Background: an optimization exercise with open tools, aiming at small area, a short achievable clock period and few clock cycles. Do not read the settings as production practice. RTL that was checked went through simulation tests only; none was proved equivalent to the original. The RTL of runs 3 to 5 was laid out without a check of its function.

==> flow/design.v <==
`timescale 1ns/1ns
module CPU (input clk, rst,
            input ld_we, input [4:0] ld_addr, input [7:0] ld_data,
            output st_valid, output [4:0] st_addr, output [7:0] st_data);
  reg [7:0] mem [0:31];
  reg [7:0] stk [0:31];
  reg [4:0] pc, pc1;            
  reg       e_pop;              
  reg       e_jz;               
  reg       e_add, e_sub, e_and;
  reg       r_dn, r_up;         
  reg       t_md, t_nmd, t_s1, t_ns1, t_alu, t_nalu, t_ns0, t_s0;   
  reg       u_ns0, u_alu;       
  reg [4:0] ra;                 
  reg       wen;
  reg [4:0] wa;
  reg [7:0] wd;
  wire [7:0] s0 = stk[0];
  wire [7:0] s1 = stk[1];
  wire [7:0] s2 = stk[2];
  wire taken = e_jz & (s0 == 8'd0);
  assign st_valid = e_pop;
  assign st_addr  = wa;
  assign st_data  = wd;
  always @(posedge clk) begin
    if (wen)
      mem[wa] <= wd;
  end
  wire [7:0] fe = mem[{pc1[4:1], 1'b0}];
  wire [7:0] fodd = mem[{pc[4:1], 1'b1}];
  wire [7:0] f0 = pc[0] ? fodd : fe;
  wire [7:0] f1 = pc[0] ? fe : fodd;
  wire hit0 = wen & (wa == pc);
  wire hit1 = wen & (wa == pc1);
  wire [2:0] o0 = f0[7:5];
  wire [2:0] o1 = f1[7:5];
  wire [4:0] a0 = f0[4:0];
  wire [4:0] a1 = f1[4:0];
  wire i0_push = o0 == 3'b100;
  wire i0_pop  = o0 == 3'b101;
  wire i0_not  = o0 == 3'b011;
  wire i0_alu  = ~o0[2] & ~(o0[1] & o0[0]);
  wire i0_jmp  = o0 == 3'b110;
  wire i0_jz   = o0 == 3'b111;
  wire i1_push = o1 == 3'b100;
  wire i1_not  = o1 == 3'b011;
  wire i1_jmp  = o1 == 3'b110;
  wire i1_pop  = o1 == 3'b101;
  wire i1_alu  = ~o1[2] & ~(o1[1] & o1[0]);
  wire hz   = (i0_pop & (a0[4:3] == pc1[4:3])) | hit1;
  wire x0   = i0_pop | i0_alu | i0_not;
  wire p_j  = ~i0_jmp & i1_jmp & ~hz;          
  wire p_p  = x0 & i1_push & ~hz;              
  wire p_n  = (x0 | i0_push) & i1_not & ~hz;   
  wire p_z  = i0_jz & (i1_push | i1_alu | i1_not) & ~hit1;   
  wire same = a0 == a1;                        
  wire pairable = ((x0 & i1_push) | ((x0 | i0_push) & i1_not) | (i0_jz & (i1_push | i1_alu | i1_not)));
  wire [4:0] seq_pc  = i1_jmp ? a1  : pairable ? pc2 : pc1;
  wire [4:0] seq_pc1 = i1_jmp ? a1i : pairable ? pc3 : pc2;
  wire [4:0] npc  = i0_jmp ? a0  : hz ? pc1 : seq_pc;
  wire [4:0] npc1 = i0_jmp ? a0i : hz ? pc2 : seq_pc1;
  wire [4:0] pc2 = pc1 + 5'd1;
  wire [4:0] pc3 = pc1 + 5'd2;
  wire [4:0] a0i = a0 + 5'd1;
  wire [4:0] a1i = a1 + 5'd1;
  always @(posedge clk, posedge rst) begin
    if (rst) begin
      pc  <= 5'd0;
      pc1 <= 5'd1;
      {e_pop, e_jz, r_dn, r_up, u_ns0, u_alu} <= 6'd0;
      {t_md, t_nmd, t_s1, t_ns1, t_alu, t_nalu, t_ns0} <= 7'd0;
      t_s0 <= 1'b1;
    end else if (taken | hit0) begin
      if (taken) begin
        pc  <= wa;
        pc1 <= wa + 5'd1;
      end
      {e_pop, e_jz, r_dn, r_up, u_ns0, u_alu} <= 6'd0;
      {t_md, t_nmd, t_s1, t_ns1, t_alu, t_nalu, t_ns0} <= 7'd0;
      t_s0 <= 1'b1;
    end else begin
      pc  <= npc;
      pc1 <= npc1;
      e_pop  <= i0_pop;
      e_jz   <= i0_jz;
      if (p_z) begin
        r_dn   <= i1_push;
        r_up   <= i1_alu;
        u_ns0  <= 1'b0;
        u_alu  <= 1'b0;
        t_md   <= i1_push;
        t_nmd  <= 1'b0;
        t_s1   <= 1'b0;
        t_ns1  <= 1'b0;
        t_alu  <= i1_alu;
        t_nalu <= 1'b0;
        t_ns0  <= i1_not;
        t_s0   <= 1'b0;
      end else begin
        r_dn   <= i0_push | (i0_not & p_p);
        r_up   <= (i0_pop | i0_alu) & ~p_p;
        u_ns0  <= i0_not & p_p;
        u_alu  <= i0_alu & p_p;
        t_md   <= (i0_push & ~p_n) | (p_p & ~(i0_pop & same));
        t_nmd  <= i0_push & p_n;
        t_s1   <= i0_pop & ~p_p & ~p_n;
        t_ns1  <= i0_pop & p_n;
        t_alu  <= i0_alu & ~p_p & ~p_n;
        t_nalu <= i0_alu & p_n;
        t_ns0  <= i0_not & ~p_p & ~p_n;
        t_s0   <= i0_jmp | i0_jz | (i0_not & p_n) | (p_p & i0_pop & same);
      end
    end
  end
  always @(posedge clk) begin
    e_add <= (p_z ? o1[1:0] : o0[1:0]) == 2'b00;
    e_sub <= (p_z ? o1[1:0] : o0[1:0]) == 2'b01;
    e_and <= (p_z ? o1[1:0] : o0[1:0]) == 2'b10;
    ra    <= (p_p | p_z) ? a1 : a0;
  end
  wire nt = ~taken;
  wire [7:0] md   = mem[ra];
  wire [7:0] sum  = s0 + s1;
  wire [7:0] diff = ~(~s0 + s1);           
  wire [7:0] alu  = ({8{e_add}} & sum) | ({8{e_sub}} & diff) | ({8{e_and}} & (s0 & s1));
  wire [7:0] top_n = ({8{t_md & nt}}   & md)
                   | ({8{t_nmd & nt}}  & ~md)
                   | ({8{t_s1 & nt}}   & s1)
                   | ({8{t_ns1 & nt}}  & ~s1)
                   | ({8{t_alu & nt}}  & alu)
                   | ({8{t_nalu & nt}} & ~alu)
                   | ({8{t_ns0 & nt}}  & ~s0)
                   | ({8{t_s0 | taken}} & s0);
  always @(posedge clk) begin
    wen <= ld_we | (~rst & ~taken & ~hit0 & i0_pop);
    wa  <= ld_we ? ld_addr : a0;
    wd  <= ld_we ? ld_data : top_n;
  end
  integer k;
  always @(posedge clk, posedge rst) begin
    if (rst) begin
      for (k = 0; k < 32; k = k + 1)
        stk[k] <= 8'd0;
    end else begin
      stk[0] <= top_n;
      if (r_dn & nt)
        stk[1] <= u_ns0 ? ~s0 : s0;
      else if (r_up & nt)
        stk[1] <= s2;
      else if (u_alu)
        stk[1] <= alu;
      for (k = 2; k < 32; k = k + 1)
        if (r_dn & nt)
          stk[k] <= stk[k-1];
        else if (r_up & nt)
          stk[k] <= stk[(k+1) % 32];
    end
  end
endmodule
==> flow/flow/run.sh <==
#!/bin/bash
# Standard ORFS layout (the standard.sh, unchanged synthesis), with extra
# settings appended to config.mk: repair_timing aims for a tighter setup slack,
# and the port buffers are plain buffers.
set -e
cat flow/extra.mk >> config.mk
bash standard.sh > standard.log 2>&1
==> flow/flow/extra.mk <==
export SETUP_SLACK_MARGIN = 6.8
export TNS_END_PERCENT = 5
export BUFFER_PORTS_ARGS = -buffer_cell sky130_fd_sc_hd__buf_4
==> flow/standard.sh <==
#!/bin/bash
# synth_recipe.tcl (not shown) runs the flow's synth.tcl, then flattens the netlist and writes it again
# the make line also repeats each setting of config.mk as NAME=value (left out here)
make -C /OpenROAD-flow-scripts/flow DESIGN_CONFIG=/design/flow/config.mk WORK_HOME=/design/flow/orfs CLKGATE_MAP_FILE= SYNTH_SCRIPT=/design/flow/synth_recipe.tcl "${@:-finish}"
==> flow/config.mk <==
export PLATFORM = sky130hd
export DESIGN_NAME = CPU
export DESIGN_NICKNAME = CPU
export VERILOG_FILES = /design/flow/design.v
export SDC_FILE = /design/flow/constraint.sdc
export NUM_CORES = 4
export LEC_CHECK = 0
export ABC_CLOCK_PERIOD_IN_PS = 2800
export CAP_MARGIN = 20
export CORE_MARGIN = 2
export CORE_UTILIZATION = 55
export CTS_BUF_LIST = sky130_fd_sc_hd__clkbuf_8 sky130_fd_sc_hd__clkbuf_16
export CTS_CLUSTER_DIAMETER = 60
export CTS_CLUSTER_SIZE = 30
export PLACE_DENSITY = 0.65
export SLEW_MARGIN = 20
export SETUP_SLACK_MARGIN = 6.8
export TNS_END_PERCENT = 5
export BUFFER_PORTS_ARGS = -buffer_cell sky130_fd_sc_hd__buf_4
==> flow/constraint.sdc <==
create_clock -name core_clock -period 10.0 [get_ports {clk}]
set_input_delay 2.0000 -clock core_clock [delete_from_list [all_inputs] [get_ports {clk}]]
set_output_delay 2.0000 -clock core_clock [all_outputs]
set_load 0.01 [all_outputs]
==> results.sh, run 1 <==
export IMPL_cts_buffer_depth=3
export IMPL_clkLatencyLatePin_ns=0.61
export IMPL_yosysWarnings=2
export IMPL_worstSetupStartpointType="flip-flop"
export IMPL_die_w_um=228
export IMPL_synth_main_ff_cell="dfrtp_1"
export IMPL_synth_net_count=2551
export IMPL_cp_slowest_stage_delay_ns=0.58
export IMPL_final_cell_mix="534 x nand2_1, 332 x nor2_1, 270 x dfrtp_1, 256 x edfxtp_1, 249 x a31oi_1"
export IMPL_syn2layout_area_growth_pct=14.4
export IMPL_relSlewSlack=0.215
export IMPL_worst_slew_pin_slew_ns=1.17
export IMPL_fillCellCount=3897
export IMPL_yosys_area_share_adder=0.0123
export IMPL_io_buffers=29
export IMPL_clockRootBuffer="clkbuf_16"
export IMPL_antenna_found_initial=0
export IMPL_synth_xor_area_share=0.0121
export IMPL_synth_enable_flop_cells=256
export IMPL_drc=0
export IMPL_io_pins=30
export IMPL_finalHoldViolations=0
export IMPL_vias=20600
export IMPL_netlist_instances=2509
export IMPL_fmax_ghz=0.296
export IMPL_dieArea_um2=52000
export IMPL_grt_max_degree=251
export IMPL_final_nets=2584
export IMPL_cp_data_required_time_ns=8.00
export IMPL_synth_simple_area_share=0.145
export IMPL_synthArstFlopShare=0.502
export IMPL_htreeDepth=2
export IMPL_grt_pass1_wl_um=115000
export IMPL_synthDistinctLibCells=81
export IMPL_finalCritPeriodShare=0.338
export IMPL_cp_cell_sequence="buf_4"
export IMPL_via_per_inst=6.35
export IMPL_grt_ovfl_total=0
export IMPL_path_clk_slew_ns=0.08
export IMPL_initial_core_util=0.554
export IMPL_layout_drive_gt1_share=0.199
export IMPL_status="timing/DRC/antenna clean"
export IMPL_routed_wirelength_um=76100
export IMPL_cts_tree="yes"
export IMPL_design_core_area_um2=49900
export IMPL_wl_per_cell_um=23.4
export IMPL_drtIter0Drc=2607
export IMPL_first_global_vias=19600
export IMPL_drt_first_pass_iters=5
export IMPL_crit_path_end_kind="primary output"
export IMPL_rsz0062_at_grt="true"
export IMPL_fin_crit_ns=3.38
export IMPL_dpl_hpwl_um=47300
export IMPL_layout_commonest_cell="nand2_1"
export IMPL_post_route_cell_area_um2=31600
export IMPL_die_h_um=228
export IMPL_tns_ns=0
export IMPL_postRouteAntennaNets=0
export IMPL_hold_class="flip-flop to flip-flop"
export IMPL_synth_top_family_by_area="simple AND/OR/NAND/NOR gates"
export IMPL_diodes=0
export IMPL_cp_slowest_cell="dfxtp_2"
export IMPL_path_class="flip-flop to primary output"
export IMPL_synthMuxAreaShare=0.142
export IMPL_slew_viol_final=0
export IMPL_skew_ns=0.0359
export IMPL_dpl_instance_area_um2=28400
export IMPL_netlist_area_um2=27600
export IMPL_path_delay_family="flip-flops"
export IMPL_cp_arrival_ns=1.38
export IMPL_setup_viol=0
export IMPL_synth_seq_area_share=0.548
export IMPL_cts_buffers=45
export IMPL_drv_cap=0
export IMPL_synth_compound_area_frac=0.108
export IMPL_gp_congestion=0.939
export IMPL_cp_max_fo=14
export IMPL_ys_seq_elements=558
export IMPL_cp_num_buf_inv=1
export IMPL_row_count=82
export IMPL_avgSynthCellArea_um2=11.0
export IMPL_clock_sinks=558
export IMPL_gr_usage_all_layers=0.284
worst paths after layout:
path,cells past startpoint,slack (ns),end,start
hold reg to reg,2,0.54,stk[31][5]$_DFFE_PP0P_,stk[31][5]$_DFFE_PP0P_
min in group asynchronous,3,1.63,e_pop$_DFF_PP0_,rst
setup / recovery,1,6.62,st_addr[3],wa[3]$_DFF_P_
hold / removal,2,0.54,stk[31][5]$_DFFE_PP0P_,stk[31][5]$_DFFE_PP0P_
setup reg to reg,14,6.64,pc1[0]$_DFFE_PP1P_,pc[3]$_DFFE_PP0P_
max in group asynchronous,4,6.97,stk[0][2]$_DFF_PP0_,rst
sequential cells by signal, summed over array words and instances (netlist names), 5 cells and up, named ones only:
register / count
mem: 256
stk: 256
wd: 8
pc1: 5
pc: 5
wa: 5
through the flow:
stage	setup WS [ns]	utilization	hold slack, ns	std cells
2_1_floorplan	4.29	-	0.514	2509
3_3_place_gp	5.49	0.568	0.523	3080
3_5_place_dp	5.46	0.569	0.533	3081
4_1_cts	6.59	0.614	0.543	3192
5_1_grt	6.55	0.634	0.561	3249
6_report	6.62	0.634	0.543	3249
cells by family (layout without fill, tap and decap cells):
group | count (synthesis) | count (layout)
flops | 558 | 558
mux | 235 | 235
buf+inv | 215 | 282
compound gates | 443 | 444
xor+xnor | 38 | 38
simple gates | 994 | 994
fa+ha+maj | 26 | 26
routing by layer:
| metal | up-vias | routed length, um | track usage |
|---|---|---|---|
| met5 | - | 0 | 0 |
| met4 | 0 | 3220 | 0.127 |
| met3 | 188 | 5820 | 0.0474 |
| met2 | 905 | 37700 | 0.478 |
| met1 | 10400 | 29300 | 0.366 |
| li1 | 9196 | - | - |
cell usage after synthesis (4+ instances only):
library cell  count  area (um^2)
edfxtp_1        256         7690
and3_1           11         68.8
o21ai_0          27          135
or3_1            12         75.1
clkbuf_1        136          510
nand3_1          25          125
nor3_1           14         70.1
mux2i_1          87          871
inv_1            33          124
nor2_1          344         1290
xor2_1           18          158
a21oi_1          44          220
nand4_1           7         43.8
a22oi_1          24          180
o22ai_1           9         56.3
buf_1            13         48.8
dfxtp_1          22          440
nand3b_1          4         30.0
o221ai_1          6         52.6
a22o_1            8         70.1
ha_1             24          300
nand2_1         539         2020
mux2_2           23          259
nor2b_1           7         43.8
buf_6             6         67.6
dfrtp_1         278         6960
a211oi_1         14          105
mux4_2          122         2750
nand2b_1          4         25.0
a31oi_1         253         1580
xnor2_1          20          175
o211ai_1          5         37.5
buf_2            22          110
and2_1           11         68.8
nor4_1            5         31.3
area by class of cell:
type | count | area [um^2] | share of cell area
well taps | 672 | 841 | 0.0266
flip-flops and latches | 558 | 15200 | 0.481
clock buffers | 50 | 1210 | 0.0382
inverters | 34 | 139 | 0.00440
clock inverters | 32 | 414 | 0.0131
repair buffers | 166 | 1690 | 0.0535
multi-input cells | 1737 | 12100 | 0.384
worst reg2reg max path, cell delays in order (launching register included):
cell,delay [ns]
dfrtp_2,0.51
buf_12,0.19
mux4_2,0.53
mux2_4,0.31
mux2i_4,0.26
o221ai_4,0.19
nor3_2,0.27
and2_4,0.19
or2_4,0.12
inv_1,0.04
ha_1,0.18
nor3_2,0.13
nor2_1,0.07
nor3_1,0.19
a211oi_1,0.07
repair_timing:
action                     4_1_cts  5_1_grt
pin swaps                        9       22
gates resized for setup         69      109
hold buffers                     0        0
setup buffers                   25       50
cloned                           4        6
setup endpoints to repair       68      428
Testbench counts, summed over its fixed seeds: cycles 14,781.
==> run 2, diff against run 1 <==
--- a/flow/config.mk
+++ b/flow/config.mk
@@ -9,9 +9,9 @@
 export CAP_MARGIN = 20
 export CORE_MARGIN = 2
-export CORE_UTILIZATION = 55
-export CTS_BUF_LIST = sky130_fd_sc_hd__clkbuf_8 sky130_fd_sc_hd__clkbuf_16
-export CTS_CLUSTER_DIAMETER = 60
-export CTS_CLUSTER_SIZE = 30
-export PLACE_DENSITY = 0.65
+export CORE_UTILIZATION = 60
+export CTS_BUF_LIST = sky130_fd_sc_hd__clkbuf_4 sky130_fd_sc_hd__clkbuf_8
+export CTS_CLUSTER_DIAMETER = 50
+export CTS_CLUSTER_SIZE = 20
+export PLACE_DENSITY = 0.7
 export SLEW_MARGIN = 20
 export SETUP_SLACK_MARGIN = 6.8
==> run 2 against run 1 <==
Net effect: global-route usage rose by 4.6 points; critical path type is now flip-flop to flip-flop; worst setup slack improved by 0.013 ns; still clean; via count rose by 1.9%; core utilization rose by 5.3 points; design area fell by 1.3%; sequential cell count did not move; register-to-register slack barely moved.
==> results.sh, run 2 <==
export IMPL_die_h_um=219
export IMPL_status="timing/DRC/antenna clean"
export IMPL_grt_pass1_wl_um=119000
export IMPL_yosys_top_cells_area="edfxtp_1 28%, dfrtp_1 25%, mux4_2 10%"
export IMPL_dieArea_um2=47800
export IMPL_final_cell_mix="534 x nand2_1, 329 x nor2_1, 275 x dfrtp_1, 256 x edfxtp_1, 250 x a31oi_1"
export IMPL_synth_main_ff_cell="dfrtp_1"
export IMPL_synth_most_common_cell="nand2_1"
export IMPL_grt_max_degree=283
export IMPL_cts_tree="yes"
export IMPL_finalHoldViolations=0
export IMPL_gr_usage_all_layers=0.331
export IMPL_cp_cell_sequence="buf_4 > buf_12 > buf_16 > buf_4 > mux2i_1 > a22oi_1 > a32oi_1 > o21a_1 > o21ai_2 > a21oi_4 > o21a_4 > mux2i_1 > nand3_1 > o311ai_2"
export IMPL_drt_first_pass_iters=8
export IMPL_final_nets=2591
export IMPL_antenna_found_initial=2
export IMPL_synthArstFlopShare=0.502
export IMPL_cp_slowest_stage_delay_ns=0.46
export IMPL_drv_cap=0
export IMPL_worst_slew_pin_slew_ns=0.913
export IMPL_drc=0
export IMPL_cts_buffers=49
export IMPL_cp_max_fo=8
export IMPL_crit_path_end_kind="flip-flop"
export IMPL_path_class="flip-flop to flip-flop"
export IMPL_cts_buffer_depth=3
export IMPL_holdBufCountCts=0
export IMPL_skew_ns=0.0516
export IMPL_postRouteAntennaNets=0
export IMPL_netlist_area_um2=27600
export IMPL_grt_ovfl_total=0
export IMPL_fin_crit_ns=3.37
export IMPL_rsz0062_at_grt="true"
export IMPL_layout_drive_gt1_share=0.201
export IMPL_finalCritPeriodShare=0.337
export IMPL_synth_enable_flop_cells=256
export IMPL_synth_net_count=2551
export IMPL_layout_commonest_cell="nand2_1"
export IMPL_path_clk_slew_ns=0.11
export IMPL_post_route_cell_area_um2=31200
export IMPL_reg_top3="mem x256, stk x256, wd x8"
export IMPL_setup_viol=0
export IMPL_worstSetupStartpointType="flip-flop"
export IMPL_setup_ws_ns=6.63
export IMPL_drtIter0Drc=3000
export IMPL_slew_viol_final=0
export IMPL_relSlewSlack=0.392
export IMPL_synthTopCellsByCount="539 x nand2_1, 344 x nor2_1, 278 x dfrtp_1, 256 x edfxtp_1, 253 x a31oi_1"
export IMPL_clkLatencyLatePin_ns=0.71
export IMPL_via_per_inst=6.60
export IMPL_design_core_area_um2=45400
export IMPL_cp_slowest_cell="dfrtp_2"
export IMPL_avgSynthCellArea_um2=11.0
export IMPL_dpl_instance_area_um2=28300
export IMPL_first_global_vias=20100
export IMPL_netlist_instances=2509
export IMPL_yosysWarnings=2
export IMPL_dp_slack_ns=5.54
export IMPL_io_pins=30
export IMPL_ys_seq_elements=558
export IMPL_cp_arrival_ns=3.90
export IMPL_fmax_ghz=0.297
export IMPL_io_buffers=29
export IMPL_die_w_um=219
export IMPL_synth_top_cell_area_share=0.278
export IMPL_clockRootBuffer="clkbuf_8"
export IMPL_tns_ns=0
export IMPL_row_count=78
export IMPL_cp_data_required_time_ns=10.54
export IMPL_reg2reg_slack_ns=6.63
export IMPL_clock_sinks=558
export IMPL_synthDistinctLibCells=81
export IMPL_gp_congestion=0.972
export IMPL_dpl_hpwl_um=47000
export IMPL_yosys_area_top_type="edfxtp_1"
export IMPL_wl_per_cell_um=24.9
export IMPL_syn2layout_area_growth_pct=12.9
export IMPL_htreeDepth=2
export IMPL_routed_wirelength_um=79500
export IMPL_initial_core_util=0.608
export IMPL_diodes=0
export IMPL_synth_seq_area_share=0.548
export IMPL_hold_class="flip-flop to flip-flop"
export IMPL_vias=21000
-- run 2: critical path, delay by kind of cell (launching register included) --
kind	cells	cell delay (ns)
DFF	1	0.46
and+or+nand+nor	1	0.11
AOI/OAI and AO/OA	7	1.56
buffers and inverters	4	0.59
muxes	2	0.47
-- run 2: metrics by stage --
| step | hold slack [ns] | util | std cells |
|---|---|---|---|
| floorplan | 0.514 | - | 2509 |
| global placement | 0.517 | 0.622 | 3008 |
| detailed placement | 0.531 | 0.623 | 3009 |
| CTS | 0.540 | 0.676 | 3163 |
| global route | 0.564 | 0.687 | 3189 |
| finish | 0.526 | 0.687 | 3189 |
-- run 2: final timing paths --
kind                                   startpoint                     end  depth (start not counted)
max in group asynchronous                     rst  stk[22][1]$_DFFE_PP0P_                          4
min reg2reg                stk[31][1]$_DFFE_PP0P_  stk[30][1]$_DFFE_PP0P_                          2
max reg2reg                     pc[3]$_DFFE_PP0P_      pc1[2]$_DFFE_PP0P_                         14
min                        stk[31][1]$_DFFE_PP0P_  stk[30][1]$_DFFE_PP0P_                          2
min in group asynchronous                     rst      pc1[2]$_DFFE_PP0P_                          3
max                             pc[3]$_DFFE_PP0P_      pc1[2]$_DFFE_PP0P_                         14
-- run 2: cells by family (layout without fill, tap and decap cells) --
family,after synthesis,in the layout,synth area share
AOI/OAI and AO/OA,443,444,0.108
xor gates and xnor gates,38,38,0.0121
adders and majority gates,26,26,0.0123
buffers and inverters,215,290,0.0329
DFF,558,558,0.548
muxes,235,235,0.142
and+or+nand+nor,994,998,0.145
-- run 2: cell type report --
class                   instances  area, um^2
clock buffers                  53         723
clock inverters                38         487
fillers                      3256       14200
inverters                      34         139
multi-input cells            1741       12200
flip-flops and latches        558       15200
well taps                     600         751
repair buffers                165        1730
-- run 2: what timing repair did --
action / in CTS / in global routing
buffers inserted: 51 / 23
resized for setup: 111 / 52
endpoints found under the setup margin: 308 / 235
gates cloned: 12 / 1
pin swaps: 15 / 17
-- run 2: routing by layer --
metal / routed length [um] / track usage / up-vias
li1: - / - / 9212
met1: 29200 / 0.422 / 10500
met2: 38000 / 0.535 / 1064
met3: 7250 / 0.0626 / 296
met4: 5090 / 0.185 / 2
met5: 11 / 0 / -
==> run 3, diff against run 2 <==
--- a/flow/design.v
+++ b/flow/design.v
@@ -31,6 +31,5 @@
   wire [7:0] f0 = pc[0] ? fodd : fe;
   wire [7:0] f1 = pc[0] ? fe : fodd;
-  wire hit0 = wen & (wa == pc);
-  wire hit1 = wen & (wa == pc1);
+  reg  hit0, hit1;              
   wire [2:0] o0 = f0[7:5];
   wire [2:0] o1 = f1[7:5];
@@ -55,4 +54,8 @@
   wire p_z  = i0_jz & (i1_push | i1_alu | i1_not) & ~hit1;   
   wire same = a0 == a1;                        
+  wire [4:0] pc2 = pc1 + 5'd1;
+  wire [4:0] pc3 = pc1 + 5'd2;
+  wire [4:0] a0i = a0 + 5'd1;
+  wire [4:0] a1i = a1 + 5'd1;
   wire pairable = ((x0 & i1_push) | ((x0 | i0_push) & i1_not) | (i0_jz & (i1_push | i1_alu | i1_not)));
   wire [4:0] seq_pc  = i1_jmp ? a1  : pairable ? pc2 : pc1;
@@ -60,8 +63,4 @@
   wire [4:0] npc  = i0_jmp ? a0  : hz ? pc1 : seq_pc;
   wire [4:0] npc1 = i0_jmp ? a0i : hz ? pc2 : seq_pc1;
-  wire [4:0] pc2 = pc1 + 5'd1;
-  wire [4:0] pc3 = pc1 + 5'd2;
-  wire [4:0] a0i = a0 + 5'd1;
-  wire [4:0] a1i = a1 + 5'd1;
   always @(posedge clk, posedge rst) begin
     if (rst) begin
@@ -132,5 +131,14 @@
                    | ({8{t_ns0 & nt}}  & ~s0)
                    | ({8{t_s0 | taken}} & s0);
+  wire hp1 = a0 == pc1;
+  wire hp2 = a0 == pc2;
+  wire hp3 = a0 == pc3;
+  wire ha1 = a0 == a1;
+  wire ha2 = a0 == a1i;
   always @(posedge clk) begin
+    hit0 <= ld_we ? (ld_addr == 5'd0)
+                  : (~rst & ~taken & ~hit0 & i0_pop & (hz ? hp1 : i1_jmp ? ha1 : pairable ? hp2 : hp1));
+    hit1 <= ld_we ? (ld_addr == 5'd1)
+                  : (~rst & ~taken & ~hit0 & i0_pop & (hz ? hp2 : i1_jmp ? ha2 : pairable ? hp3 : hp2));
     wen <= ld_we | (~rst & ~taken & ~hit0 & i0_pop);
     wa  <= ld_we ? ld_addr : a0;
==> flow/flow/extra.mk (replaced) <==
export SETUP_SLACK_MARGIN = 7.2
export TNS_END_PERCENT = 20
export BUFFER_PORTS_ARGS = -buffer_cell sky130_fd_sc_hd__buf_4
--- a/flow/config.mk
+++ b/flow/config.mk
@@ -10,10 +10,10 @@
 export CORE_MARGIN = 2
 export CORE_UTILIZATION = 60
-export CTS_BUF_LIST = sky130_fd_sc_hd__clkbuf_4 sky130_fd_sc_hd__clkbuf_8
-export CTS_CLUSTER_DIAMETER = 50
-export CTS_CLUSTER_SIZE = 20
+export CTS_BUF_LIST = sky130_fd_sc_hd__clkbuf_8 sky130_fd_sc_hd__clkbuf_16
+export CTS_CLUSTER_DIAMETER = 60
+export CTS_CLUSTER_SIZE = 30
 export PLACE_DENSITY = 0.7
 export SLEW_MARGIN = 20
-export SETUP_SLACK_MARGIN = 6.8
-export TNS_END_PERCENT = 5
+export SETUP_SLACK_MARGIN = 7.2
+export TNS_END_PERCENT = 20
 export BUFFER_PORTS_ARGS = -buffer_cell sky130_fd_sc_hd__buf_4
==> run 3 against run 2 <==
Net effect: still clean; worst setup slack lost 0.091 ns; synthesized cell count up 3.4%; count of clock-buffer cells in the layout shrank 8; synthesized area increased by 2.3%; fmax shrank 2.6%; register-to-register slack got worse by 0.09 ns; via count up 6.6%.
==> results.sh, run 3 <==
export IMPL_cpMostUsedCell="nand2_1"
export IMPL_reg_top3="mem x256, stk x256, wd x8"
export IMPL_netlist_area_um2=28200
export IMPL_die_w_um=221
export IMPL_cp_num_buf_inv=1
export IMPL_layout_drive_gt1_share=0.235
export IMPL_yosys_top_cells_area="edfxtp_1 27%, dfrtp_1 25%, mux4_2 11%"
export IMPL_antenna_found_initial=1
export IMPL_initial_core_util=0.608
export IMPL_fin_crit_ns=3.46
export IMPL_vias=22400
export IMPL_worstHoldStart="stk[31][3]$_DFFE_PP0P_"
export IMPL_dpl_hpwl_um=48800
export IMPL_finalHoldViolations=0
export IMPL_hold_depth=2
export IMPL_gp_congestion=0.942
export IMPL_cts_buffers=43
export IMPL_worst_slew_pin_slew_ns=1.14
export IMPL_synthTopCellsByCount="560 x nand2_1, 338 x nor2_1, 278 x dfrtp_1, 256 x edfxtp_1, 254 x a31oi_1"
export IMPL_via_per_inst=6.72
export IMPL_synthArstFlopShare=0.500
export IMPL_netlist_instances=2594
export IMPL_row_count=79
export IMPL_rsz0062_at_grt="true"
export IMPL_postRouteAntennaNets=0
export IMPL_synth_net_count=2636
export IMPL_htreeDepth=2
export IMPL_skew_ns=0.0367
export IMPL_synth_main_ff_cell="dfrtp_1"
export IMPL_cts_buffer_depth=3
export IMPL_tns_ns=0
export IMPL_drv_cap=0
export IMPL_cp_slowest_stage_delay_ns=0.56
export IMPL_dieArea_um2=48800
export IMPL_cp_depth=13
export IMPL_clockRootBuffer="clkbuf_16"
export IMPL_path_delay_family="compound AO/OA/AOI/OAI gates"
export IMPL_synthDistinctLibCells=90
export IMPL_grt_ovfl_total=0
export IMPL_clkLatencyLatePin_ns=0.62
export IMPL_rr_startpoint="pc[3]$_DFFE_PP0P_"
export IMPL_syn2layout_area_growth_pct=18.9
export IMPL_cp_arrival_ns=3.99
export IMPL_io_buffers=29
export IMPL_wl_per_cell_um=26.0
export IMPL_finalCritPeriodShare=0.346
export IMPL_clock_sinks=560
export IMPL_routed_wirelength_um=86700
export IMPL_ys_seq_elements=560
export IMPL_cp_slowest_cell="dfrtp_4"
export IMPL_cp_startpoint="pc[3]$_DFFE_PP0P_"
export IMPL_synth_seq_area_share=0.537
export IMPL_cp_data_required_time_ns=10.53
export IMPL_drc=0
export IMPL_die_h_um=221
export IMPL_yosys_area_top_type="edfxtp_1"
export IMPL_design_core_area_um2=46500
export IMPL_diodes=0
export IMPL_hold_class="flip-flop to flip-flop"
export IMPL_dp_slack_ns=5.06
export IMPL_status="timing/DRC/antenna clean"
export IMPL_synth_most_common_cell="nand2_1"
export IMPL_post_route_cell_area_um2=33600
export IMPL_r2r_cells=13
export IMPL_final_nets=2738
export IMPL_synth_enable_flop_cells=256
export IMPL_cp_cell_sequence="buf_8 > mux4_2 > mux2i_1 > mux2_4 > o211ai_1 > nand2_1 > a2111oi_4 > nand2_2 > ha_4 > nand2_1 > nand4b_1 > and4_1 > a211o_1"
export IMPL_relSlewSlack=0.240
export IMPL_gr_usage_all_layers=0.348
export IMPL_setup_ws_ns=6.54
export IMPL_cp_max_fo=7
export IMPL_worstSetupStartpointType="flip-flop"
export IMPL_synth_top_cell_area_share=0.272
export IMPL_slew_viol_final=0
export IMPL_grt_pass1_wl_um=130000
export IMPL_grt_max_degree=163
export IMPL_io_pins=30
export IMPL_fmax_ghz=0.289
export IMPL_dpl_instance_area_um2=28900
export IMPL_drtIter0Drc=2971
export IMPL_path_class="flip-flop to flip-flop"
export IMPL_drt_first_pass_iters=7
export IMPL_final_cell_mix="552 x nand2_1, 328 x nor2_1, 269 x dfrtp_1, 256 x edfxtp_1, 250 x a31oi_1"
export IMPL_path_clk_slew_ns=0.08
export IMPL_setup_viol=0
export IMPL_avgSynthCellArea_um2=10.9
export IMPL_crit_path_end_kind="flip-flop"
export IMPL_yosysWarnings=2
export IMPL_layout_commonest_cell="nand2_1"
export IMPL_cts_tree="yes"
export IMPL_first_global_vias=21500
==> run 3: cell types whose count changed after synthesis, moves of 8 or more <==
cell | previous run | this run
a211oi_1 | 14 | 2
clkbuf_1 | 136 | 145
o21ai_0 | 27 | 50
a22oi_1 | 24 | 12
inv_1 | 33 | 47
mux4_2 | 122 | 140
mux2_2 | 23 | 9
o32ai_1 | 2 | 10
nand2_1 | 539 | 560
==> run 3: per-layer routing <==
layer	wire length, um	vias to the layer above	GRT usage
met1	31300	11100	0.448
met3	9500	370	0.0874
li1	-	9651	-
met4	5790	2	0.199
met5	17	-	0
met2	40100	1308	0.543
==> run 3: what timing repair did <==
item                                    CTS  global route
gates resized for setup                 225            87
cloned                                   14             3
buffers inserted                        104            42
endpoints found under the setup margin  474           294
hold buffers                              0             0
pin swaps                                28            36
==> run 3: stage by stage <==
stage / instances / utilization / hold slack (ns)
floorplan: 2594 / - / 0.450
global placement: 3094 / 0.621 / 0.472
detailed placement: 3094 / 0.621 / 0.484
CTS: 3291 / 0.705 / 0.501
global route: 3337 / 0.723 / 0.522
finish: 3337 / 0.723 / 0.496
==> run 3: final timing paths <==
path,end,slack (ns)
worst max register to register,pc1[0]$_DFFE_PP1P_,6.54
worst min register to register,stk[31][3]$_DFFE_PP0P_,0.50
max in group asynchronous,stk[19][5]$_DFFE_PP0P_,7.46
worst min-delay path,stk[31][3]$_DFFE_PP0P_,0.50
worst max-delay path,pc1[0]$_DFFE_PP1P_,6.54
min in group asynchronous,pc[0]$_DFFE_PP0P_,1.60
==> run 3: cells by family (layout without fill, tap and decap cells) <==
kind of cell / Yosys count / count (layout) / share of synthesized area
simple gates: 1024 / 1028 / 0.148
flops: 560 / 560 / 0.537
compound gates: 469 / 470 / 0.109
buf+inv: 238 / 369 / 0.0355
mux: 232 / 232 / 0.145
xor+xnor: 45 / 45 / 0.0140
fa+ha+maj: 26 / 26 / 0.0121
==> run 3: final cells by class <==
type	count	area, um^2
clock inverter	34	544
fill	3091	12900
inverter	49	204
tap	607	759
clock buffer	45	1130
timing repair buffer	241	2710
sequential	560	15200
multi-input combinational	1801	13000
==> run 3: worst reg2reg max path, delay by kind of cell (launching register included) <==
| family | cells | cell delay, ns |
|---|---|---|
| buf+inv | 1 | 0.18 |
| fa+ha+maj | 1 | 0.18 |
| flops | 1 | 0.56 |
| mux | 3 | 0.78 |
| compound gates | 3 | 1.05 |
| simple gates | 5 | 0.65 |
==> run 4, diff against run 3 <==
--- a/flow/design.v
+++ b/flow/design.v
@@ -145,23 +145,44 @@
     wd  <= ld_we ? ld_data : top_n;
   end
-  integer k;
+  reg [5:0] vb;
+  reg [4:0] vu;
+  reg       vall;
+  wire dn = r_dn & nt;
+  wire up = r_up & nt;
+  wire [5:0] vb_n = dn ? vb + 6'd1 : (up && vb != 6'd2) ? vb - 6'd1 : vb;
+  wire [4:0] vu_n = (dn && vu != 5'd0) ? vu - 5'd1 : up ? vu + 5'd1 : vu;
+  wire v2 = vall | (vb >= 6'd3);
   always @(posedge clk, posedge rst) begin
     if (rst) begin
-      for (k = 0; k < 32; k = k + 1)
-        stk[k] <= 8'd0;
+      vb <= 6'd2;
+      vu <= 5'd0;
+      vall <= 1'b0;
+    end else if (!vall) begin
+      vb <= vb_n;
+      vu <= vu_n;
+      vall <= ({1'b0, vb_n} + {2'b0, vu_n}) >= 7'd32;
+    end
+  end
+  always @(posedge clk, posedge rst) begin
+    if (rst) begin
+      stk[0] <= 8'd0;
+      stk[1] <= 8'd0;
     end else begin
       stk[0] <= top_n;
-      if (r_dn & nt)
+      if (dn)
         stk[1] <= u_ns0 ? ~s0 : s0;
-      else if (r_up & nt)
-        stk[1] <= s2;
+      else if (up)
+        stk[1] <= v2 ? s2 : 8'd0;
       else if (u_alu)
         stk[1] <= alu;
-      for (k = 2; k < 32; k = k + 1)
-        if (r_dn & nt)
-          stk[k] <= stk[k-1];
-        else if (r_up & nt)
-          stk[k] <= stk[(k+1) % 32];
     end
   end
+  integer k;
+  always @(posedge clk) begin
+    for (k = 2; k < 32; k = k + 1)
+      if (dn)
+        stk[k] <= stk[k-1];
+      else if (up)
+        stk[k] <= stk[(k+1) % 32];
+  end
 endmodule
==> run 4 against run 3 <==
Net effect: register-to-register slack lost 0.11 ns; sequential cell count up 12; hold slack better by 0.014 ns; fmax down 3.1%; via count decreased by 9.0%; synthesized cell count is 8.8% lower; first-iteration DRC count fell by 10%; non-clock buffer count is 6 lower; count of clock-buffer cells in the layout is 1 higher; clock skew is 0.00084 ns higher; largest cell class unchanged.
==> results.sh, run 4 <==
export IMPL_status="timing/DRC/antenna clean"
export IMPL_cts_buffers=44
export IMPL_avgSynthCellArea_um2=12.0
export IMPL_die_w_um=222
export IMPL_postRouteAntennaNets=0
export IMPL_dp_slack_ns=5.43
export IMPL_path_class="flip-flop to flip-flop"
export IMPL_antenna_found_initial=0
export IMPL_io_pins=30
export IMPL_yosys_area_top_type="edfxtp_1"
export IMPL_cp_arrival_ns=4.10
export IMPL_htreeDepth=2
export IMPL_final_nets=2565
export IMPL_hold_depth=2
export IMPL_finalHoldViolations=0
export IMPL_cp_data_required_time_ns=10.53
export IMPL_cp_max_fo=8
export IMPL_synth_enable_flop_cells=496
export IMPL_r2r_cells=13
export IMPL_clock_sinks=572
export IMPL_finalCritPeriodShare=0.357
export IMPL_drtIter0Drc=2675
export IMPL_grt_ovfl_total=0
export IMPL_synthArstFlopShare=0.0909
export IMPL_reg2reg_slack_ns=6.43
export IMPL_fin_crit_ns=3.57
export IMPL_skew_ns=0.0376
export IMPL_layout_commonest_cell="nand2_1"
export IMPL_path_clk_slew_ns=0.09
export IMPL_synth_top_cell_area_share=0.524
export IMPL_cp_startpoint="pc1[1]$_DFFE_PP0P_"
export IMPL_worstHoldStart="stk[31][3]$_DFFE_PP_"
export IMPL_row_count=79
export IMPL_grt_pass1_wl_um=118000
export IMPL_clkLatencyLatePin_ns=0.63
export IMPL_dieArea_um2=49200
export IMPL_netlist_instances=2366
export IMPL_first_global_vias=19800
export IMPL_fmax_ghz=0.280
export IMPL_relSlewSlack=0.150
export IMPL_via_per_inst=6.47
export IMPL_cts_buffer_depth=3
export IMPL_tns_ns=0
export IMPL_cts_tree="yes"
export IMPL_yosysWarnings=2
export IMPL_final_cell_mix="782 x nand2_1, 496 x edfxtp_1, 150 x buf_4, 117 x mux4_2, 78 x nor2_1"
export IMPL_hold_class="flip-flop to flip-flop"
export IMPL_synthDistinctLibCells=86
export IMPL_ys_seq_elements=572
export IMPL_dpl_hpwl_um=47700
export IMPL_drc=0
export IMPL_diodes=0
export IMPL_syn2layout_area_growth_pct=19.0
export IMPL_reg_top3="mem x256, stk x256, wd x8"
export IMPL_synth_seq_area_share=0.586
export IMPL_die_h_um=222
export IMPL_grt_max_degree=116
export IMPL_routed_wirelength_um=80200
export IMPL_setup_viol=0
export IMPL_yosys_top_cells_area="edfxtp_1 52%, nand2_1 10%, mux4_2 9.0%"
export IMPL_worst_slew_pin_slew_ns=1.27
export IMPL_drv_cap=0
export IMPL_fillCellCount=3035
export IMPL_synth_main_ff_cell="edfxtp_1"
export IMPL_gp_congestion=0.995
export IMPL_layout_drive_gt1_share=0.259
export IMPL_synth_net_count=2419
export IMPL_timing_rr_end="pc1[0]$_DFFE_PP1P_"
export IMPL_io_buffers=29
export IMPL_rr_startpoint="pc1[1]$_DFFE_PP0P_"
export IMPL_gr_usage_all_layers=0.316
export IMPL_clockRootBuffer="clkbuf_16"
export IMPL_design_core_area_um2=46700
export IMPL_drt_first_pass_iters=8
export IMPL_setup_ws_ns=6.43
export IMPL_synth_most_common_cell="nand2_1"
export IMPL_crit_path_end_kind="flip-flop"
export IMPL_netlist_area_um2=28400
export IMPL_synthTopCellsByCount="792 x nand2_1, 496 x edfxtp_1, 114 x mux4_2, 96 x nor2_1, 89 x mux2i_1"
export IMPL_initial_core_util=0.610
export IMPL_worstSetupStartpointType="flip-flop"
export IMPL_whs_endpoint="stk[30][3]$_DFFE_PP_"
export IMPL_wl_per_cell_um=25.4
export IMPL_vias=20400
export IMPL_slew_viol_final=0
export IMPL_rsz0062_at_grt="true"
==> run 4: how the worst max path moves through the flow <==
| stage | cells past startpoint | slack (ns) | endpoint |
|---|---|---|---|
| floorplan | 6 | 4.65 | stk[10][0]$_DFFE_PP_ |
| global placement | 9 | 5.22 | stk[1][7]$_DFFE_PP0P_ |
| detailed placement | 13 | 5.43 | pc1[0]$_DFFE_PP1P_ |
| CTS | 2 | 6.60 | st_data[0] |
| global route | 14 | 6.37 | pc1[0]$_DFFE_PP1P_ |
| finish | 13 | 6.43 | pc1[0]$_DFFE_PP1P_ |
==> run 4: kinds of logic (layout without fill, tap and decap cells) <==
logic type,Yosys count,in the layout,share of synthesized area
and+or+nand+nor,1029,1031,0.147
DFF,572,572,0.586
AOI/OAI and AO/OA,256,256,0.0621
muxes,236,236,0.140
buffers and inverters,179,359,0.0294
xor gates and xnor gates,57,57,0.0178
adders and majority gates,37,37,0.0171
==> run 4: layout make-up <==
class | count | area (um^2) | area share
clock buffers | 46 | 1150 | 0.0340
clock inverters | 36 | 477 | 0.0141
inverters | 40 | 161 | 0.00477
multi-input cells | 1617 | 11900 | 0.352
flip-flops and latches | 572 | 16800 | 0.495
well taps | 607 | 759 | 0.0224
repair buffers | 235 | 2630 | 0.0776
repair inverters | 2 | 12.5 | 0.000370
==> run 4: what timing repair did <==
item | 4_1_cts | 5_1_grt
pin swaps | 42 | 57
hold endpoints to repair | 0 | 0
gates resized for setup | 178 | 146
setup buffers | 84 | 80
hold buffers | 0 | 0
endpoints found under the setup margin | 561 | 342
cloned | 10 | 11
==> run 4: critical path: stages (launching register included) <==
cell and delay, ns:
dfrtp_2 0.48, buf_12 0.19, mux4_1 0.61, a22oi_2 0.32, nand3_2 0.17, o31ai_4 0.16, nor3_4 0.08, nand2b_4 0.17
a221oi_4 0.35, ha_2 0.23, inv_2 0.03, o2111ai_1 0.15, or4b_1 0.45, nand3b_1 0.11
==> run 4: metal layers <==
layer / share of wire / global-route usage / vias up
met5: 0.00067 / 0.00880 / -
met4: 0.053 / 0.142 / 2
met3: 0.090 / 0.0582 / 293
met2: 0.49 / 0.530 / 1146
met1: 0.37 / 0.404 / 10100
li1: - / - / 8889
==> run 4: metrics by stage <==
| step | hold slack, ns | cells | area [um^2] | util |
|---|---|---|---|---|
| finish | 0.510 | 3155 | 33900 | 0.726 |
| global route | 0.539 | 3155 | 33900 | 0.726 |
| CTS | 0.512 | 3064 | 32400 | 0.694 |
| detailed placement | 0.501 | 2888 | 29000 | 0.622 |
| global placement | 0.498 | 2888 | 29000 | 0.621 |
| floorplan | 0.491 | 2366 | 28500 | - |
==> run 5, diff against run 4 <==
--- a/flow/design.v
+++ b/flow/design.v
@@ -6,4 +6,5 @@
   reg [7:0] stk [0:31];
   reg [4:0] pc, pc1;            
+  reg       nj;                 
   reg       e_pop;              
   reg       e_jz;               
@@ -31,5 +32,6 @@
   wire [7:0] f0 = pc[0] ? fodd : fe;
   wire [7:0] f1 = pc[0] ? fe : fodd;
-  reg  hit0, hit1;              
+  wire hit0 = wen & (wa == pc);
+  wire hit1 = wen & (wa == pc1);
   wire [2:0] o0 = f0[7:5];
   wire [2:0] o1 = f1[7:5];
@@ -47,24 +49,27 @@
   wire i1_pop  = o1 == 3'b101;
   wire i1_alu  = ~o1[2] & ~(o1[1] & o1[0]);
-  wire hz   = (i0_pop & (a0[4:3] == pc1[4:3])) | hit1;
+  wire hz   = (i0_pop & (a0[4:3] == pc1[4:3])) | hit1 | nj;
   wire x0   = i0_pop | i0_alu | i0_not;
   wire p_j  = ~i0_jmp & i1_jmp & ~hz;          
   wire p_p  = x0 & i1_push & ~hz;              
   wire p_n  = (x0 | i0_push) & i1_not & ~hz;   
-  wire p_z  = i0_jz & (i1_push | i1_alu | i1_not) & ~hit1;   
+  wire p_z  = i0_jz & (i1_push | i1_alu | i1_not) & ~hit1 & ~nj;   
   wire same = a0 == a1;                        
+  wire pairable = ((x0 & i1_push) | ((x0 | i0_push) & i1_not) | (i0_jz & (i1_push | i1_alu | i1_not)));
   wire [4:0] pc2 = pc1 + 5'd1;
   wire [4:0] pc3 = pc1 + 5'd2;
-  wire [4:0] a0i = a0 + 5'd1;
-  wire [4:0] a1i = a1 + 5'd1;
-  wire pairable = ((x0 & i1_push) | ((x0 | i0_push) & i1_not) | (i0_jz & (i1_push | i1_alu | i1_not)));
-  wire [4:0] seq_pc  = i1_jmp ? a1  : pairable ? pc2 : pc1;
-  wire [4:0] seq_pc1 = i1_jmp ? a1i : pairable ? pc3 : pc2;
-  wire [4:0] npc  = i0_jmp ? a0  : hz ? pc1 : seq_pc;
-  wire [4:0] npc1 = i0_jmp ? a0i : hz ? pc2 : seq_pc1;
+  wire [3:0] ph  = pc[4:1] + 4'd1;              
+  wire [4:0] p1n = nj ? {ph, 1'b0} : pc1;       
+  wire [4:0] p2n = nj ? {ph, 1'b1} : pc2;       
+  wire [4:0] seq_pc  = i1_jmp ? a1 : pairable ? pc2 : pc1;
+  wire [4:0] seq_pc1 = i1_jmp ? {a1[4:1], 1'b1} : pairable ? pc3 : pc2;
+  wire [4:0] npc  = i0_jmp ? a0 : hz ? p1n : seq_pc;
+  wire [4:0] npc1 = i0_jmp ? {a0[4:1], 1'b1} : hz ? p2n : seq_pc1;
+  wire       nnj  = i0_jmp ? a0[0] : ~hz & i1_jmp & a1[0];
   always @(posedge clk, posedge rst) begin
     if (rst) begin
       pc  <= 5'd0;
       pc1 <= 5'd1;
+      nj  <= 1'b0;
       {e_pop, e_jz, r_dn, r_up, u_ns0, u_alu} <= 6'd0;
       {t_md, t_nmd, t_s1, t_ns1, t_alu, t_nalu, t_ns0} <= 7'd0;
@@ -73,5 +78,6 @@
       if (taken) begin
         pc  <= wa;
-        pc1 <= wa + 5'd1;
+        pc1 <= {wa[4:1], 1'b1};
+        nj  <= wa[0];
       end
       {e_pop, e_jz, r_dn, r_up, u_ns0, u_alu} <= 6'd0;
@@ -81,4 +87,5 @@
       pc  <= npc;
       pc1 <= npc1;
+      nj  <= nnj;
       e_pop  <= i0_pop;
       e_jz   <= i0_jz;
@@ -131,58 +138,28 @@
                    | ({8{t_ns0 & nt}}  & ~s0)
                    | ({8{t_s0 | taken}} & s0);
-  wire hp1 = a0 == pc1;
-  wire hp2 = a0 == pc2;
-  wire hp3 = a0 == pc3;
-  wire ha1 = a0 == a1;
-  wire ha2 = a0 == a1i;
   always @(posedge clk) begin
-    hit0 <= ld_we ? (ld_addr == 5'd0)
-                  : (~rst & ~taken & ~hit0 & i0_pop & (hz ? hp1 : i1_jmp ? ha1 : pairable ? hp2 : hp1));
-    hit1 <= ld_we ? (ld_addr == 5'd1)
-                  : (~rst & ~taken & ~hit0 & i0_pop & (hz ? hp2 : i1_jmp ? ha2 : pairable ? hp3 : hp2));
     wen <= ld_we | (~rst & ~taken & ~hit0 & i0_pop);
     wa  <= ld_we ? ld_addr : a0;
     wd  <= ld_we ? ld_data : top_n;
   end
-  reg [5:0] vb;
-  reg [4:0] vu;
-  reg       vall;
-  wire dn = r_dn & nt;
-  wire up = r_up & nt;
-  wire [5:0] vb_n = dn ? vb + 6'd1 : (up && vb != 6'd2) ? vb - 6'd1 : vb;
-  wire [4:0] vu_n = (dn && vu != 5'd0) ? vu - 5'd1 : up ? vu + 5'd1 : vu;
-  wire v2 = vall | (vb >= 6'd3);
+  integer k;
   always @(posedge clk, posedge rst) begin
     if (rst) begin
-      vb <= 6'd2;
-      vu <= 5'd0;
-      vall <= 1'b0;
-    end else if (!vall) begin
-      vb <= vb_n;
-      vu <= vu_n;
-      vall <= ({1'b0, vb_n} + {2'b0, vu_n}) >= 7'd32;
+      for (k = 0; k < 32; k = k + 1)
+        stk[k] <= 8'd0;
+    end else begin
+      stk[0] <= top_n;
+      if (r_dn & nt)
+        stk[1] <= u_ns0 ? ~s0 : s0;
+      else if (r_up & nt)
+        stk[1] <= s2;
+      else if (u_alu)
+        stk[1] <= alu;
+      for (k = 2; k < 32; k = k + 1)
+        if (r_dn & nt)
+          stk[k] <= stk[k-1];
+        else if (r_up & nt)
+          stk[k] <= stk[(k+1) % 32];
     end
   end
-  always @(posedge clk, posedge rst) begin
-    if (rst) begin
-      stk[0] <= 8'd0;
-      stk[1] <= 8'd0;
-    end else begin
-      stk[0] <= top_n;
-      if (dn)
-        stk[1] <= u_ns0 ? ~s0 : s0;
-      else if (up)
-        stk[1] <= v2 ? s2 : 8'd0;
-      else if (u_alu)
-        stk[1] <= alu;
-    end
-  end
-  integer k;
-  always @(posedge clk) begin
-    for (k = 2; k < 32; k = k + 1)
-      if (dn)
-        stk[k] <= stk[k-1];
-      else if (up)
-        stk[k] <= stk[(k+1) % 32];
-  end
 endmodule
==> flow/flow/extra.mk (replaced) <==
export SETUP_SLACK_MARGIN = 6.8
export TNS_END_PERCENT = 5
export BUFFER_PORTS_ARGS = -buffer_cell sky130_fd_sc_hd__buf_4
--- a/flow/config.mk
+++ b/flow/config.mk
@@ -15,5 +15,5 @@
 export PLACE_DENSITY = 0.7
 export SLEW_MARGIN = 20
-export SETUP_SLACK_MARGIN = 7.2
-export TNS_END_PERCENT = 20
+export SETUP_SLACK_MARGIN = 6.8
+export TNS_END_PERCENT = 5
 export BUFFER_PORTS_ARGS = -buffer_cell sky130_fd_sc_hd__buf_4
==> run 5 against run 4 <==
Net effect: still clean; sequential share of layout area is 1.7 points lower; worst setup slack better by 0.15 ns; count of clock-buffer cells in the layout is 3 lower; first-iteration DRC count is 4.9% higher; via count is 4.0% higher; wire length is 4.7% lower; die area is 1.2% lower; critical path depth is 1 higher; synthesized area is 1.2% lower; synthesized cell count is 8.6% higher.
==> results.sh, run 5 <==
export IMPL_status="timing/DRC/antenna clean"
export IMPL_gr_usage_met3=0.0625
export IMPL_grt_busiest_layer="met2"
export IMPL_dpl_instance_area_um2=28400
export IMPL_drc=0
export IMPL_gp_congestion=0.965
export IMPL_worst_slew_pin_slew_ns=1.22
export IMPL_layout_commonest_cell="nand2_1"
export IMPL_rsz0062_at_grt="true"
export IMPL_drt_first_pass_iters=6
export IMPL_whs_endpoint="stk[31][3]$_DFFE_PP0P_"
export IMPL_vias=21200
export IMPL_cts_buffers=41
export IMPL_die_h_um=220
export IMPL_gr_usage_all_layers=0.316
export IMPL_synth_net_count=2607
export IMPL_drtIter0Drc=2805
export IMPL_io_pins=30
export IMPL_yosys_top_cells_area="edfxtp_1 27%, dfrtp_1 25%, mux4_2 9.0%"
export IMPL_antenna_found_initial=0
export IMPL_synthArstFlopShare=0.503
export IMPL_crit_path_end_kind="flip-flop"
export IMPL_clock_sinks=559
export IMPL_setup_viol=0
export IMPL_design_core_area_um2=46400
export IMPL_initial_core_util=0.606
export IMPL_finish_utilization=0.686
export IMPL_die_w_um=220
export IMPL_worstHoldStart="stk[31][3]$_DFFE_PP0P_"
export IMPL_htreeDepth=2
export IMPL_final_nets=2600
export IMPL_reg2reg_slack_ns=6.58
export IMPL_hold_class="flip-flop to flip-flop"
export IMPL_grt_use_met2=0.493
export IMPL_final_cell_mix="540 x nand2_1, 334 x nor2_1, 273 x dfrtp_1, 256 x edfxtp_1, 251 x a31oi_1"
export IMPL_dieArea_um2=48600
export IMPL_first_global_vias=20100
export IMPL_worstSetupStartpointType="flip-flop"
export IMPL_skew_ns=0.0333
export IMPL_post_route_cell_area_um2=31800
export IMPL_relSlewSlack=0.183
export IMPL_cts_tree="yes"
export IMPL_grt_ovfl_total=0
export IMPL_dpl_hpwl_um=46800
export IMPL_grt_util_met1=0.422
export IMPL_ys_seq_elements=559
export IMPL_netlist_area_um2=28100
export IMPL_routed_wirelength_um=76400
export IMPL_via_per_inst=6.63
export IMPL_r2r_cells=14
export IMPL_finalCritPeriodShare=0.342
export IMPL_timing_rr_end="pc[0]$_DFFE_PP0P_"
export IMPL_avgSynthCellArea_um2=10.9
export IMPL_row_count=79
export IMPL_cp_data_required_time_ns=10.47
export IMPL_fin_crit_ns=3.42
export IMPL_synthTopCellsByCount="544 x nand2_1, 341 x nor2_1, 279 x dfrtp_1, 256 x edfxtp_1, 253 x a31oi_1"
export IMPL_wl_per_cell_um=23.9
export IMPL_grt_pass1_wl_um=117000
export IMPL_fmax_ghz=0.292
export IMPL_rr_startpoint="pc1[2]$_DFFE_PP0P_"
export IMPL_cp_max_fo=5
export IMPL_diodes=0
export IMPL_clkLatencyLatePin_ns=0.62
export IMPL_synth_most_common_cell="nand2_1"
export IMPL_reg_top3="mem x256, stk x256, wd x8"
export IMPL_synth_top_cell_area_share=0.274
export IMPL_path_class="flip-flop to flip-flop"
export IMPL_synth_main_ff_cell="dfrtp_1"
export IMPL_cp_arrival_ns=3.89
export IMPL_synth_seq_area_share=0.540
export IMPL_io_buffers=29
export IMPL_drv_cap=0
export IMPL_layout_drive_gt1_share=0.190
export IMPL_yosys_area_top_type="edfxtp_1"
export IMPL_hold_depth=2
export IMPL_synthDistinctLibCells=95
export IMPL_grt_max_degree=307
export IMPL_clockRootBuffer="clkbuf_16"
export IMPL_netlist_instances=2570
export IMPL_slew_viol_final=0
export IMPL_synth_enable_flop_cells=256
export IMPL_path_clk_slew_ns=0.09
export IMPL_syn2layout_area_growth_pct=13.2
export IMPL_finalHoldViolations=0
export IMPL_holdBufCountCts=0
export IMPL_yosysWarnings=2
export IMPL_postRouteAntennaNets=0
export IMPL_cts_buffer_depth=3
export IMPL_tns_ns=0
export IMPL_hold_slack_ns=0.497
-- run 5: kinds of logic after synthesis --
| logic type | after synthesis | synth area share |
|---|---|---|
| compound gates | 483 | 0.117 |
| flops | 559 | 0.540 |
| xor+xnor | 30 | 0.0100 |
| mux | 245 | 0.139 |
| simple gates | 1014 | 0.149 |
| fa+ha+maj | 21 | 0.00989 |
| buf+inv | 218 | 0.0355 |
-- run 5: final cells by class --
type / count / area, um^2
well taps: 607 / 759
fillers: 3317 / 14600
flip-flops and latches: 559 / 15200
clock inverters: 32 / 480
repair inverters: 1 / 5.00
repair buffers: 140 / 1680
multi-input cells: 1793 / 12500
inverters: 27 / 114
clock buffers: 43 / 1080
-- run 5: metal layers --
| layer | wire length (um) | vias up |
|---|---|---|
| met5 | 0 | - |
| met2 | 35500 | 1095 |
| met3 | 6840 | 277 |
| met4 | 4500 | 0 |
| li1 | - | 9353 |
| met1 | 29600 | 10500 |
-- run 5: through the flow --
stage | instances | setup WS, ns
2_1_floorplan | 2570 | 4.28
3_3_place_gp | 3045 | 5.58
3_5_place_dp | 3045 | 5.47
4_1_cts | 3185 | 6.67
5_1_grt | 3202 | 6.51
6_report | 3202 | 6.58
-- run 5: critical path: stages, from the launching register on --
cell	delay, ns
dfrtp_2	0.52
clkbuf_16	0.21
buf_4	0.13
mux2_2	0.37
o22ai_4	0.21
or2_4	0.21
o22ai_4	0.08
o2bb2ai_2	0.36
o22ai_4	0.17
a21oi_4	0.21
ha_4	0.21
and2b_1	0.15
mux2_4	0.27
nand3_2	0.09
a22oi_2	0.08
-- run 5: how the worst max path moves through the flow --
stage / end / cells past startpoint / slack, ns / startpoint
6_report: pc[0]$_DFFE_PP0P_ / 14 / 6.58 / pc1[2]$_DFFE_PP0P_
5_1_grt: pc[4]$_DFFE_PP0P_ / 14 / 6.51 / pc[2]$_DFFE_PP0P_
4_1_cts: pc[0]$_DFFE_PP0P_ / 13 / 6.67 / pc1[2]$_DFFE_PP0P_
3_3_place_gp: flip-flop / 10 / 5.58 / pc[3]$_DFFE_PP0P_
2_1_floorplan: e_jz$_DFF_PP0_ / 1 / 4.28 / rst
3_5_place_dp: flip-flop / 10 / 5.47 / pc[3]$_DFFE_PP0P_
-- run 5: repair_timing --
item                       4_1_cts  5_1_grt
pin swaps                       33       11
setup endpoints to repair      179      188
buffers inserted                50       14
cloned                          15        2
resized for setup              150       29

re-timing with driven ports:
The results above use ideal ports. As a check the final layouts listed here were re-extracted and re-timed, cells and wires unchanged.
Step 1 (the two cells are an assumption about what drives the block):
set clk [get_ports {clk}]
set_driving_cell -lib_cell sky130_fd_sc_hd__clkbuf_16 $clk
set_driving_cell -lib_cell sky130_fd_sc_hd__buf_2 [delete_from_list [all_inputs] $clk]
Step 2 moves the port delays by t, midway between the first and last clock arrival at a register: inputs arrive t later, outputs are due t later. That takes back most of the time a late clock gives input paths.
a / b / c = no drivers / after step 1 / after step 2; a / b = the first two.
| run | shift t [ns] | setup WS [ns] | worst setup path at the end |
|---|---|---|---|
| run 1 | 0.660 | 6.620 / 6.555 / 6.321 | input, reset recovery |
| run 2 | 0.739 | 6.633 / 6.613 / 6.251 | input, reset recovery |
| run 3 | 0.661 | 6.541 / 6.541 / 6.470 | input to register |
| run 4 | 0.667 | 6.429 / 6.429 / 6.429 | register to register |
| run 5 | 0.651 | 6.577 / 6.577 / 6.447 | input, reset recovery |
After both steps setup and hold are still met in every run listed. The setup slack of run 2, which loses most, moves by -0.020 ns with the drivers and by -0.382 ns with both steps. Setup slack includes reset recovery checks.
